Background: an optimization exercise with open tools, aiming at small area and a short achievable clock period. Do not read the settings as production practice.
No run shown here included a check of the RTL's function; only the layout flow was run.

==> flow/design.v (outline; a module is shown in full before it is edited, if it fits) <==
// module iir_fa: 4 lines
// module iir_ha: 4 lines
// module iir_gp: 4 lines
// module iir_g: 3 lines
// module iir_gpn: 4 lines
// module iir_gn: 3 lines
// module iir_gpi: 4 lines
// module iir_gi: 3 lines
// module iir_nor: 3 lines
// module iir_nand: 3 lines
// module iir_andn: 3 lines
// module iir_xo: 3 lines
// module iir_xn: 3 lines
// module iir_or: 3 lines
// module pipelined_iir: 11645 lines
module pipelined_iir(clk, reset, x, y);
  // ...
==> flow/flow/run.sh <==
#!/bin/bash
set -euo pipefail
export SETUP_SLACK_MARGIN=16
bash standard.sh MATCH_CELL_FOOTPRINT=0 finish > standard.log 2>&1
==> flow/standard.sh <==
#!/bin/bash
# synth_recipe.tcl (not shown) runs the flow's synth.tcl, then flattens the netlist and writes it again
# the make line also repeats each setting of config.mk as NAME=value (left out here)
make -C /OpenROAD-flow-scripts/flow DESIGN_CONFIG=/design/flow/config.mk WORK_HOME=/design/flow/orfs CLKGATE_MAP_FILE= SYNTH_SCRIPT=/design/flow/synth_recipe.tcl "${@:-finish}"
==> flow/config.mk <==
export PLATFORM = sky130hd
export DESIGN_NAME = pipelined_iir
export DESIGN_NICKNAME = pipelined_iir
export VERILOG_FILES = /design/flow/design.v
export SDC_FILE = /design/flow/constraint.sdc
export NUM_CORES = 8
export LEC_CHECK = 0
export CAP_MARGIN = 40
export CORE_MARGIN = 2
export CORE_UTILIZATION = 45
export PLACE_DENSITY = 0.75
export SLEW_MARGIN = 40
export SYNTH_HIERARCHICAL = 1
export SYNTH_MINIMUM_KEEP_SIZE = 0
==> flow/constraint.sdc <==
create_clock -name core_clock -period 32.0 [get_ports {clk}]
set_input_delay 6.4000 -clock core_clock [delete_from_list [all_inputs] [get_ports {clk}]]
set_output_delay 6.4000 -clock core_clock [all_outputs]
set_load 0.01 [all_outputs]
==> metrics.yaml, run 1 <==
use_met2: 0.535
cp.required_ns: 25.60
die_x_um: 573
cts_buffer_depth: 4
grt_usage: 0.384
maxSlewViolCount: 0
viasPerCell: 5.89
status: "no timing/DRC/antenna violations"
synth_compound_area_frac: 0.0389
hold_depth: 1
synthAdderAreaFrac: 0.727
arrival_ns: 10.93
placed_area_um2: 157000
ys_types: 75
nonClkBufAreaFrac: 0.0426
critPathKind: "input port to output port"
wl_um: 610000
rr_startpoint: "qr[8]"
hp-class: "register to register"
core_um2: 322000
layout-drive-gt1-share: 0.149
synth-warning-count: 7
ys_seq_elements: 829
dieArea_um2: 328000
use_met1: 0.438
antenna_cells: 32
drt_iter0_markers: 11400
max-cap-violations: 0
layout.cells.non_filler: 16400
met3_usage: 0.194
cpPeakStageDelay_ns: 0.55
dominant_cells: "multi-input gates"
seq_share: 0.100
grt_first_pass_wirelength_um: 855000
==> run 2: changes to the inputs <==
--- a/flow/config.mk
+++ b/flow/config.mk
@@ -6,9 +6,9 @@
 export NUM_CORES = 8
 export LEC_CHECK = 0
-export CAP_MARGIN = 40
+export CAP_MARGIN = 15
 export CORE_MARGIN = 2
 export CORE_UTILIZATION = 45
 export PLACE_DENSITY = 0.75
-export SLEW_MARGIN = 40
+export SLEW_MARGIN = 15
 export SYNTH_HIERARCHICAL = 1
 export SYNTH_MINIMUM_KEEP_SIZE = 0
==> metrics.yaml, run 2 <==
drcViolationCount: 0  # unchanged
tns_ns: 0  # unchanged
grt_setup_unrepaired: "true"  # unchanged
yosysSeqAreaShare: 0.114  # unchanged
status: "no timing/DRC/antenna violations"  # unchanged
die_height_um: 573  # unchanged
fmax_mhz: 57.7  # about the same
final_cell_mix: "4647 x fa_1, 2066 x inv_1, 863 x ha_1"  # was 4637 x fa_1, 2051 x inv_1, 863 x ha_1
end_kind: "output port"  # unchanged
layout_commonest_cell: "fa_1"  # unchanged
critPathMaxFanout: 4  # was 5
cp-start-kind: "input port"  # unchanged
critPathKind: "input port to output port"  # unchanged
synth_common_cells: "4732 x fa_1, 2079 x inv_1, 895 x ha_1, 829 x dfxtp_1, 547 x nand2_1"  # unchanged
num_rows: 208  # unchanged
hp-class: "register to register"  # unchanged
vias: 97400  # was 96700
final.fill_count: 27200  # was 27000
fin_skew_ns: 0.124  # was 0.148 ns
cts.clk_slew.worst_paths_ns: 0.06  # about the same
globalRouteOverflowTotal: 0  # unchanged
synth_most_common_cell: "fa_1"  # unchanged
dieArea_um2: 328000  # unchanged
cts-root-buf: "clkbuf_16"  # unchanged
relSlewSlack: 0.0761  # was 0.348
detailed_place_hpwl_um: 467000  # about the same
synthArstFlopShare: 0  # unchanged
synth_top_area_share: 0.650  # unchanged
synth_edf_count: 0  # unchanged
drtAntennaViolNets: 0  # unchanged
cts_max_level: 3  # unchanged
grt_usage: 0.385  # was 0.384
cts_tree: "built"  # unchanged
synth_top_cell_by_area: "fa_1"  # unchanged
setup_viol: 0  # unchanged
synth_area_leaders: "fa_1 65%, dfxtp_1 11%, ha_1 7.7%, inv_1 5.4%, nand2_1 1.4%"  # unchanged
layout_min_cycle_time_ns: 17.33  # about the same
core_um2: 322000  # unchanged
grt_first_pass_wirelength_um: 855000  # about the same
drt_iter0_markers: 11600  # was 11400
ys_types: 75  # unchanged
initial_core_util: 0.453  # unchanged
pin_count: 66  # unchanged
cp.required_ns: 25.60  # about the same
design_area_um2: 165000  # was 166000 um2
die_x_um: 573  # unchanged
viasPerCell: 5.94  # was 5.89
timing_hold_violations_final: 0  # unchanged
gp_congestion: 1.06  # unchanged
cts_buffer_depth: 4  # unchanged
grt_pass1_vias: 108000  # about the same
drt_pass1_iterations: 9  # was 7
nets: 17600  # about the same
syn_to_final_growth_pct: 13.5  # was 13.8%
ys_seq_elements: 829  # unchanged
clk_latency_ns: 0.98  # was 0.99 ns
layout-drive-gt1-share: 0.145  # was 0.149
arrival_ns: 10.93  # about the same
port-buffer-count: 65  # unchanged
synth.avg_cell_area_um2: 13.1  # unchanged
wl_per_cell_um: 37.3  # was 37.1 um
cts_buffers: 118  # was 120
placed_area_um2: 157000  # about the same
min_period_over_period: 0.542  # was 0.541
grt_start_max_net_pins: 95  # unchanged
wl_um: 611000  # was 610000 um
syn_inst: 11100  # unchanged
cts_sinks: 829  # unchanged
synth_flop_cell: "dfxtp_1"  # unchanged
synth-warning-count: 7  # unchanged
maxSlewViolCount: 0  # unchanged
antenna_found_initial: 50  # was 40
worst_pin_slew_ns: 1.38  # was 0.972 ns
max-cap-violations: 0  # unchanged
synthesis.area_um2: 146000  # unchanged
run 2: changes by cell type in the layout (fill, tap and decap cells not counted), moves of 7 or more:
| cell | previous run | this run |
|---|---|---|
| fa_1 | 4637 | 4647 |
| xor2_2 | 48 | 55 |
| fa_2 | 95 | 85 |
| xor2_4 | 36 | 28 |
| buf_8 | 14 | 7 |
| clkinv_1 | 7 | 0 |
| inv_2 | 14 | 5 |
| buf_4 | 619 | 609 |
| inv_1 | 2051 | 2066 |
run 2: path summary, 6_finish.rpt:
| path | end | depth (start not counted) | startpoint | slack (ns) |
|---|---|---|---|---|
| max | y[31] | 18 | x[19] | 14.67 |
| min | w6[2] | 1 | w7[2] | 0.37 |
| max reg2reg | w9[59] | 37 | qr[6] | 16.19 |
| min reg2reg | w6[2] | 1 | w7[2] | 0.37 |
run 2: metal layers:
layer | vias to the layer above | global-route usage | routed length (um)
met5 | - | 0.0126 | 896
met4 | 69 | 0.327 | 70600
met3 | 2918 | 0.190 | 97800
met2 | 7887 | 0.534 | 249000
met1 | 51500 | 0.442 | 193000
li1 | 35000 | - | -
run 2: cell families after synthesis:
family          count (synthesis)  share of synthesized area
flops                         829                      0.114
fa+ha+maj                    5627                      0.727
simple gates                 1417                     0.0443
buf+inv                      2131                     0.0558
xor+xnor                      337                     0.0203
other cells                     1                  0.0000257
compound gates                770                     0.0389
run 2: cell type report:
class / instances / area (um2) / area share
Inverter: 2080 / 7850 / 0.0475
Antenna cell: 32 / 80.1 / 0.000484
Timing Repair Buffer: 766 / 6860 / 0.0415
Sequential cell: 829 / 16700 / 0.101
Clock inverter: 56 / 798 / 0.00483
Multi-Input combinational cell: 8166 / 124000 / 0.752
Tap cell: 4305 / 5390 / 0.0326
Clock buffer: 162 / 3390 / 0.0205
run 2: modules after synthesis, one instance, submodules excluded:
module	flip-flops and latches	area, um2
iir_xn	0	8.76
iir_nor	0	3.75
iir_nand	0	3.75
iir_ha	0	12.5
iir_gn	0	8.76
iir_gi	0	5.00
iir_gpn	0	12.5
iir_or	0	6.26
iir_gpi	0	12.5
iir_andn	0	13.8
iir_xo	0	8.76
iir_fa	0	20.0
pipelined_iir	829	39400
run 2: critical path, cell delays in order:
cell and delay (ns):
buf_12 0.12, buf_12 0.16, buf_12 0.14, fa_1 0.50, fa_2 0.39, fa_1 0.48, fa_2 0.50, ha_4 0.30
nand2_2 0.10, nor2_4 0.15, nand2_2 0.11, o21ai_4 0.29, clkinvlp_4 0.19, buf_6 0.15, o21ai_2 0.13, a21oi_2 0.09
xnor2_4 0.49, buf_6 0.21
run 2: per-stage QoR:
step | worst slack (ns) | instances | utilization | hold slack, ns
finish | 14.67 | 16400 | 0.514 | 0.366
global route | 14.61 | 16400 | 0.514 | 0.378
CTS | 14.72 | 16300 | 0.512 | 0.367
detailed placement | 11.90 | 15900 | 0.487 | 0.349
global placement | 11.92 | 15900 | 0.487 | 0.351
floorplan | 15.19 | 11100 | - | 0.343
run 2: what timing repair did:
action	CTS	global route
resized for setup	618	92
gates cloned	14	0
pin swaps	172	71
setup endpoints to repair	72	63
hold buffers	0	0
buffers inserted	178	34

## re-timing with driven ports
The flow's constraints put no driver on any port. The routed layouts listed below were extracted and timed again, unchanged, in two steps.
Step 1 sets driving cells, clkbuf_16 on the clock port and buf_2 on the other inputs (assumed; they add their load-dependent delay and slew).
Step 2, shift: input delay + t, output delay - t, t = (earliest + latest rising clock arrival at the registers) / 2. This alone moves slack from input paths to output paths.
Slacks: no drivers / after step 1 / after step 2; pairs: no drivers / after step 1.
run	shift t [ns]	setup WS [ns]	latest minus earliest clock arrival (ns)	worst slew at a driven data input, ns
run 1	1.024	14.673 / 14.615 / 14.615	0.148 / 0.149	0.12
run 2	1.022	14.666 / 14.599 / 14.599	0.133 / 0.132	0.12
After both steps every run listed still meets setup and hold. For run 2, which loses most, drivers alone change the setup slack by -0.067 ns; drivers and shift together by -0.067 ns.
